This design comes from an exercise in tuning for small area, a short achievable clock period and few clock cycles per item on the open sky130 flow, not from production work. The RTL was checked by simulation tests, not by an equivalence proof against the original design. Power figures rest on the tool's default switching activity, not on a simulated workload.

==> flow/design.v (excerpt) <==
module seq_multiplier #(
    parameter N = 32
)(
    input  wire clk,
    input  wire rst,
    input  wire start,
    input  wire [N-1:0] multiplicand,
    input  wire [N-1:0] multiplier,
    output wire [2*N-1:0] product,
    output wire busy,
    output wire done
);
clock: 4.5 ns
lec_check: 0
cap_margin: 20
core_margin: 2
core_utilization: 50
place_density: 0.75
setup_slack_margin: 2.6
slew_margin: 20
tns_end_percent: 5
standard.sh (not shown) runs the stock make flow with config.mk's settings and CLKGATE_MAP_FILE= SYNTH_SCRIPT=/design/flow/synth_recipe.tcl, a recipe that flattens the netlist after the stock synthesis.
==> flow/flow/run.sh <==
#!/bin/bash
# Layout flow: the standard ORFS flow (standard.sh, the standard flow's synthesis script), with
#  - no adder-cell mapping (ADDER_MAP_FILE empty): full/half adders are left to abc as plain
#    gates instead of the slower sky130 fa/ha cells; registers are unchanged;
#  - port buffers made of sky130_fd_sc_hd__buf_2 instead of the default delay-cell buffers;
#  - clock tree synthesis without dummy load cells, with a clkbuf_16 root and clkbuf_8 leaves;
#  - power recovery (downsizing cells on 60% of the paths with positive slack) after global routing.
# make's full output goes to make_finish.log in the work folder; ORFS keeps each step's log
# under orfs/logs/.
set -euo pipefail
CTS="-sink_clustering_enable -repair_clock_nets -dont_use_dummy_load -root_buf sky130_fd_sc_hd__clkbuf_16 -buf_list sky130_fd_sc_hd__clkbuf_8"
bash standard.sh "ADDER_MAP_FILE=" "BUFFER_PORTS_ARGS=-buffer_cell sky130_fd_sc_hd__buf_2" "CTS_ARGS=$CTS" RECOVER_POWER=60 finish > make_finish.log 2>&1
test -f out/final.def
The first run ran to the end with violations: max-capacitance violations, max-slew violations.
Testbench counts at the start, summed over its fixed seeds: cycles 19,200, items 1,600.
Then changed:
==> flow/flow/run.sh (replaced) <==
#!/bin/bash
# Layout flow: the standard ORFS flow (standard.sh, the standard flow's synthesis script), with
#  - no adder-cell mapping (ADDER_MAP_FILE empty): full/half adders are left to abc as plain
#    gates instead of the slower sky130 fa/ha cells; registers are unchanged;
#  - port buffers made of sky130_fd_sc_hd__buf_2 instead of the default delay-cell buffers;
#  - clock tree synthesis without dummy load cells, with a clkbuf_16 root and clkbuf_8 leaves.
# make's full output goes to make_finish.log in the work folder; ORFS keeps each step's log
# under orfs/logs/.
set -euo pipefail
CTS="-sink_clustering_enable -repair_clock_nets -dont_use_dummy_load -root_buf sky130_fd_sc_hd__clkbuf_16 -buf_list sky130_fd_sc_hd__clkbuf_8"
bash standard.sh "ADDER_MAP_FILE=" "BUFFER_PORTS_ARGS=-buffer_cell sky130_fd_sc_hd__buf_2" "CTS_ARGS=$CTS" finish > make_finish.log 2>&1
test -f out/final.def
Settings changed: TNS_END_PERCENT 5 to 10.
=>
- With this change the flow ran to the end with no violations
- clock skew stays flat
- cell count stays flat
- core utilization climbs by 0.23 points
- synthesized area is unchanged
- fmax climbs by well over a third
- setup slack gains 0.90 ns
- cell area climbs slightly
Then changed:
Settings changed: SETUP_SLACK_MARGIN 2.6 to 2.7, TNS_END_PERCENT 10 to 5.
Result:
- die area does not change
- non-clock buffer count increases by 5
- wire length rose slightly
- setup slack gains 0.022 ns
- via count rose slightly
- total power rose slightly
- clock skew barely changes
- first-iteration DRC count is lower by a few percent
- worst hold slack is about the same
Then changed:
==> flow/flow/run.sh (replaced) <==
#!/bin/bash
# Layout flow: the standard ORFS flow (standard.sh, the standard flow's synthesis script), with
#  - no adder-cell mapping (ADDER_MAP_FILE empty): full/half adders are left to abc as plain
#    gates instead of the slower sky130 fa/ha cells; registers are unchanged;
#  - port buffers made of sky130_fd_sc_hd__buf_2 instead of the default delay-cell buffers;
#  - clock tree synthesis without dummy load cells, with clkbuf_16 buffers and sink clusters of up to 40.
# make's full output goes to make_finish.log in the work folder; ORFS keeps each step's log
# under orfs/logs/.
set -euo pipefail
CTS="-sink_clustering_enable -repair_clock_nets -dont_use_dummy_load -sink_clustering_size 40 -sink_clustering_max_diameter 100 -root_buf sky130_fd_sc_hd__clkbuf_16 -buf_list sky130_fd_sc_hd__clkbuf_16"
bash standard.sh "ADDER_MAP_FILE=" "BUFFER_PORTS_ARGS=-buffer_cell sky130_fd_sc_hd__buf_2" "CTS_ARGS=$CTS" finish > make_finish.log 2>&1
test -f out/final.def
Settings changed: SETUP_SLACK_MARGIN 2.7 to 2.6.
What happened:
- final area hardly moves
- count of clock-buffer cells in the layout stays the same
- wire length goes down slightly
- power goes up by a few percent
- clock skew goes down by 0.013 ns
- flip-flop and latch count stays the same
- setup slack barely changes
- die area does not change
- first-iteration DRC count goes down by roughly a tenth
- sequential share of layout area hardly moves
- area after synthesis stays the same
Then changed:
==> flow/flow/run.sh (replaced) <==
#!/bin/bash
# Layout flow: the standard ORFS flow (standard.sh, the standard flow's synthesis script), with
#  - no adder-cell mapping (ADDER_MAP_FILE empty): full/half adders are left to abc as plain
#    gates instead of the slower sky130 fa/ha cells; registers are unchanged;
#  - port buffers made of sky130_fd_sc_hd__buf_2 instead of the default delay-cell buffers;
#  - clock tree synthesis without dummy load cells, with a clkbuf_16 root and clkbuf_8 leaves.
# make's full output goes to make_finish.log in the work folder; ORFS keeps each step's log
# under orfs/logs/.
set -euo pipefail
CTS="-sink_clustering_enable -repair_clock_nets -dont_use_dummy_load -root_buf sky130_fd_sc_hd__clkbuf_16 -buf_list sky130_fd_sc_hd__clkbuf_8"
bash standard.sh "ADDER_MAP_FILE=" "BUFFER_PORTS_ARGS=-buffer_cell sky130_fd_sc_hd__buf_2" "CTS_ARGS=$CTS" finish > make_finish.log 2>&1
test -f out/final.def
Settings changed: SETUP_SLACK_MARGIN 2.6 to 2.5.
Result: Global-route usage drops by 0.41 points; die area stays the same; setup slack gets worse by 0.17 ns; clock-buffer cell count is unchanged; synthesized cell count stays the same; wire length drops by a few percent; clock power drops by a quarter to a third; fmax drops by a little under a tenth.

seq_multiplier, a different RTL version from the one above (not shown whole).
For scale: about 840 cells after synthesis, about 170 flip-flops, ~130 I/O pins, about 9100 sq um of cells after synthesis.
export LEC_CHECK = 0
export CAP_MARGIN = 20
export CORE_MARGIN = 2
export CORE_UTILIZATION = 60
export PLACE_DENSITY = 0.85
export SETUP_SLACK_MARGIN = 2.7
export SLEW_MARGIN = 20
export TNS_END_PERCENT = 5
create_clock -name core_clock -period 4.5 [get_ports {clk}]
==> flow/flow/run.sh <==
#!/bin/bash
# Layout flow: the standard ORFS flow (standard.sh, unchanged synthesis), with
#  - port buffers made of sky130_fd_sc_hd__buf_2 instead of the default delay-cell buffers;
#  - clock tree synthesis without dummy load cells, with a clkbuf_16 root and clkbuf_8 leaves.
# make's full output goes to make_finish.log in the work folder; ORFS keeps each step's log
# under orfs/logs/.
set -euo pipefail
CTS="-sink_clustering_enable -repair_clock_nets -dont_use_dummy_load -root_buf sky130_fd_sc_hd__clkbuf_16 -buf_list sky130_fd_sc_hd__clkbuf_8"
bash standard.sh "BUFFER_PORTS_ARGS=-buffer_cell sky130_fd_sc_hd__buf_2" "CTS_ARGS=$CTS" finish > make_finish.log 2>&1
test -f out/final.def
The baseline finished clean.
Testbench counts at the start, summed over its fixed seeds: cycles 19,200, items 1,600.
Change:
Settings changed: CORE_UTILIZATION 60 to 50, PLACE_DENSITY 0.85 to 0.75.
Core utilization came out lower by 11 points.
Design area is about the same.
First-iteration DRC count shrinks by roughly a tenth.
Wire length shrinks by a few percent.
Synthesized cell count does not change.
Setup slack gets better by 31 ps.
Change:
Settings changed: SETUP_SLACK_MARGIN 2.7 to 2.6, TNS_END_PERCENT 5 to 10.
Outcome:
- wire length is higher by a few percent
- cell area is higher slightly
- power grows slightly
- clock skew barely changes
- count of clock-buffer cells in the layout does not change
- first-iteration DRC count falls slightly
- hold slack gets better by 7.9 ps
- final cell count is about the same
Change:
Settings changed: GPL_ROUTABILITY_DRIVEN from default to 0, PLACE_DENSITY 0.75 to default, SETUP_SLACK_MARGIN 2.6 to 2.7, TNS_END_PERCENT 10 to 5.
What happened:
- The changed run went through all stages and came out clean
- wire length came out higher by a few percent
- worst hold slack gets worse by 4.0 ps
- area after synthesis stays the same
- sequential power hardly moves
- setup slack gets better by 15 ps
- global-route usage came out higher by 0.82 points
- power is about the same
- synthesized cell count is unchanged
Change:
Settings changed: CORE_UTILIZATION 50 to 40, GPL_ROUTABILITY_DRIVEN 0 to default.
What happened: The changed run completed with no timing, DRC or antenna violations. Worst setup slack is better by 6.5 ps. First-iteration DRC count came out higher by 0.74%. Power stays flat. Routed wire length came out lower by 1.3%. Core utilization came out lower by 12 points. Register-to-register slack is better by 30 ps. Cell area came out higher by 0.87%.
Change:
--- a/flow/flow/run.sh
+++ b/flow/flow/run.sh
@@ -2 +2,3 @@
-# Layout flow: the standard ORFS flow (standard.sh, unchanged synthesis), with
+# Layout flow: the standard ORFS flow (standard.sh, the standard flow's synthesis script), with
+#  - no adder-cell mapping (ADDER_MAP_FILE empty): full/half adders are left to abc as plain
+#    gates instead of the slower sky130 fa/ha cells; registers are unchanged;
@@ -9 +11 @@
-bash standard.sh "BUFFER_PORTS_ARGS=-buffer_cell sky130_fd_sc_hd__buf_2" "CTS_ARGS=$CTS" finish > make_finish.log 2>&1
+bash standard.sh "ADDER_MAP_FILE=" "BUFFER_PORTS_ARGS=-buffer_cell sky130_fd_sc_hd__buf_2" "CTS_ARGS=$CTS" finish > make_finish.log 2>&1
Settings changed: CORE_UTILIZATION 40 to 50, PLACE_DENSITY from default to 0.75.
Outcome: Setup slack is worse by 5.9 ps. Sequential power went up by 10%. Combinational power grows by 11%. Maximum frequency stays flat. Utilization increases by 11 points. Power rose by 9.1%.

Another version of the RTL of seq_multiplier (not shown whole).
For scale: roughly 870 cells after synthesis, about 170 flip-flops, roughly 130 I/O pins, roughly 0.0093 mm2 of cells after synthesis.
==> flow/config.mk <==
export PLATFORM = sky130hd
export DESIGN_NAME = seq_multiplier
export DESIGN_NICKNAME = seq_multiplier
export VERILOG_FILES = /design/flow/design.v
export SDC_FILE = /design/flow/constraint.sdc
export NUM_CORES = 4
export LEC_CHECK = 0
export CAP_MARGIN = 20
export CORE_MARGIN = 2
export CORE_UTILIZATION = 40
export SETUP_SLACK_MARGIN = 2.6
export SLEW_MARGIN = 20
export TNS_END_PERCENT = 10
==> flow/constraint.sdc <==
create_clock -name core_clock -period 4.5 [get_ports {clk}]
set_input_delay 0.9000 -clock core_clock [delete_from_list [all_inputs] [get_ports {clk}]]
set_output_delay 0.9000 -clock core_clock [all_outputs]
set_load 0.01 [all_outputs]
==> flow/flow/run.sh <==
#!/bin/bash
# Layout flow: the standard ORFS flow (standard.sh, unchanged synthesis), with
#  - port buffers made of sky130_fd_sc_hd__buf_2 instead of the default delay-cell buffers;
#  - clock tree synthesis without dummy load cells, with a clkbuf_16 root and clkbuf_8 leaves.
# make's full output goes to make_finish.log in the work folder; ORFS keeps each step's log
# under orfs/logs/.
set -euo pipefail
CTS="-sink_clustering_enable -repair_clock_nets -dont_use_dummy_load -root_buf sky130_fd_sc_hd__clkbuf_16 -buf_list sky130_fd_sc_hd__clkbuf_8"
bash standard.sh "BUFFER_PORTS_ARGS=-buffer_cell sky130_fd_sc_hd__buf_2" "CTS_ARGS=$CTS" finish > make_finish.log 2>&1
test -f out/final.def
The starting point went through all stages and came out clean.
Testbench counts at the start, summed over its fixed seeds: cycles 19,200, items 1,600.
Next try:
- SETUP_SLACK_MARGIN: 2.6 -> 2.7
- TNS_END_PERCENT: 10 -> 5
Utilization is lower by 0.90 points.
Worst hold slack is about the same.
Clock-buffer cell count is unchanged.
Critical path depth does not change.
Cell area is lower by 1.8%.
Maximum frequency is higher by 0.85%.
Wire length is higher by 1.2%.
Die area stays the same.
Register-to-register slack is better by 0.04 ns.
Next try:
- SETUP_SLACK_MARGIN: 2.7 -> 2.6
- TNS_END_PERCENT: 5 -> 50
After rerunning: The new run produced a clean layout. Via count came out higher slightly. Worst setup slack got worse by 0.072 ns. Clock power is about the same.
Next try:
==> flow/flow/run.sh (replaced) <==
#!/bin/bash
# Layout flow: the standard ORFS flow (standard.sh, unchanged synthesis), with
#  - port buffers made of sky130_fd_sc_hd__buf_2 instead of the default delay-cell buffers;
#  - clock tree synthesis without dummy load cells, with larger sink clusters.
# make's full output goes to make_finish.log in the work folder; ORFS keeps each step's log
# under orfs/logs/.
set -euo pipefail
CTS="-sink_clustering_enable -repair_clock_nets -dont_use_dummy_load -sink_clustering_size 30 -buf_list sky130_fd_sc_hd__clkbuf_16"
bash standard.sh "BUFFER_PORTS_ARGS=-buffer_cell sky130_fd_sc_hd__buf_2" "CTS_ARGS=$CTS" finish > make_finish.log 2>&1
test -f out/final.def
- CORE_UTILIZATION: 40 -> 60
- PLACE_DENSITY: default -> 0.7
- TNS_END_PERCENT: 50 -> 10
=> Combinational power came out lower by about 4%. Cell area decreases by 2.8%. Worst hold slack gets better by 0.0052 ns.
Next try:
==> flow/flow/run.sh (replaced) <==
#!/bin/bash
# Layout flow: the standard ORFS flow (standard.sh, unchanged synthesis), with
#  - port buffers made of sky130_fd_sc_hd__buf_2 instead of the default delay-cell buffers;
#  - clock tree synthesis without dummy load cells, with a clkbuf_16 root and clkbuf_8 leaves.
# make's full output goes to make_finish.log in the work folder; ORFS keeps each step's log
# under orfs/logs/.
set -euo pipefail
CTS="-sink_clustering_enable -repair_clock_nets -dont_use_dummy_load -root_buf sky130_fd_sc_hd__clkbuf_16 -buf_list sky130_fd_sc_hd__clkbuf_8"
bash standard.sh "BUFFER_PORTS_ARGS=-buffer_cell sky130_fd_sc_hd__buf_2" "CTS_ARGS=$CTS" finish > make_finish.log 2>&1
test -f out/final.def
- CORE_UTILIZATION: 60 -> 40
- PLACE_DENSITY: 0.7 -> default
- SETUP_SLACK_MARGIN: 2.6 -> 2.5
- TNS_END_PERCENT: 10 -> 100
Outcome: Die area is higher by about 50%; setup slack got worse by 0.017 ns; synthesized area stays the same; power went down by 2.6%; design area went up by about 0.9%; hold slack gains 0.0036 ns; routed wire length grows by about 3%; fmax came out lower by 0.83%; sequential share of layout area shrinks by 0.37 points; clock-buffer cell count stays the same; critical path depth decreases by 4.

-- static timing again, ports no longer ideal --
No port has a modelled driver above. Below, the same layouts with a new extraction and two added sets of constraints.
Step 1: set_driving_cell puts a clkbuf_16 on clk and a buf_2 on each other input, an assumption about the parent block.
Step 2 also shifts input and output timing later by t, the mid clock arrival at the registers, as if the neighbouring blocks saw the same clock.
Three values: ideal, step 1, step 2; two values: the first two.
| run | t, ns | setup slack, ns | worst setup path at the end |
|---|---|---|---|
| the first run of note 1 | 0.425 | 1.652 / 1.652 / 1.652 | register to register |
| the second run of note 1 | 0.413 | 2.556 / 2.542 / 2.200 | input to register |
| the third run of note 1 | 0.413 | 2.578 / 2.550 / 2.187 | input to register |
| the fourth run of note 1 | 0.469 | 2.581 / 2.546 / 2.187 | input to register |
| the fifth run of note 1 | 0.417 | 2.408 / 2.408 / 2.117 | input to register |
| the first run of note 2 | 0.419 | 2.355 / 2.347 / 1.927 | input to register |
| the second run of note 2 | 0.423 | 2.386 / 2.374 / 1.951 | input to register |
| the third run of note 2 | 0.424 | 2.369 / 2.356 / 1.932 | input to register |
| the fourth run of note 2 | 0.421 | 2.384 / 2.393 / 1.972 | input to register |
| the fifth run of note 2 | 0.420 | 2.391 / 2.402 / 1.981 | input to register |
| the sixth run of note 2 | 0.413 | 2.385 / 2.385 / 2.168 | input to register |
| the first run of note 3 | 0.415 | 2.393 / 2.402 / 1.986 | input to register |
| the second run of note 3 | 0.424 | 2.411 / 2.423 / 1.999 | input to register |
| the third run of note 3 | 0.421 | 2.339 / 2.339 / 1.977 | input to register |
| the fourth run of note 3 | 0.459 | 2.400 / 2.400 / 2.005 | input to register |
| the fifth run of note 3 | 0.422 | 2.383 / 2.391 / 1.969 | input to register |
For the third run of note 2, which loses most, drivers alone change the setup slack by -0.013 ns; drivers and shift together by -0.437 ns.
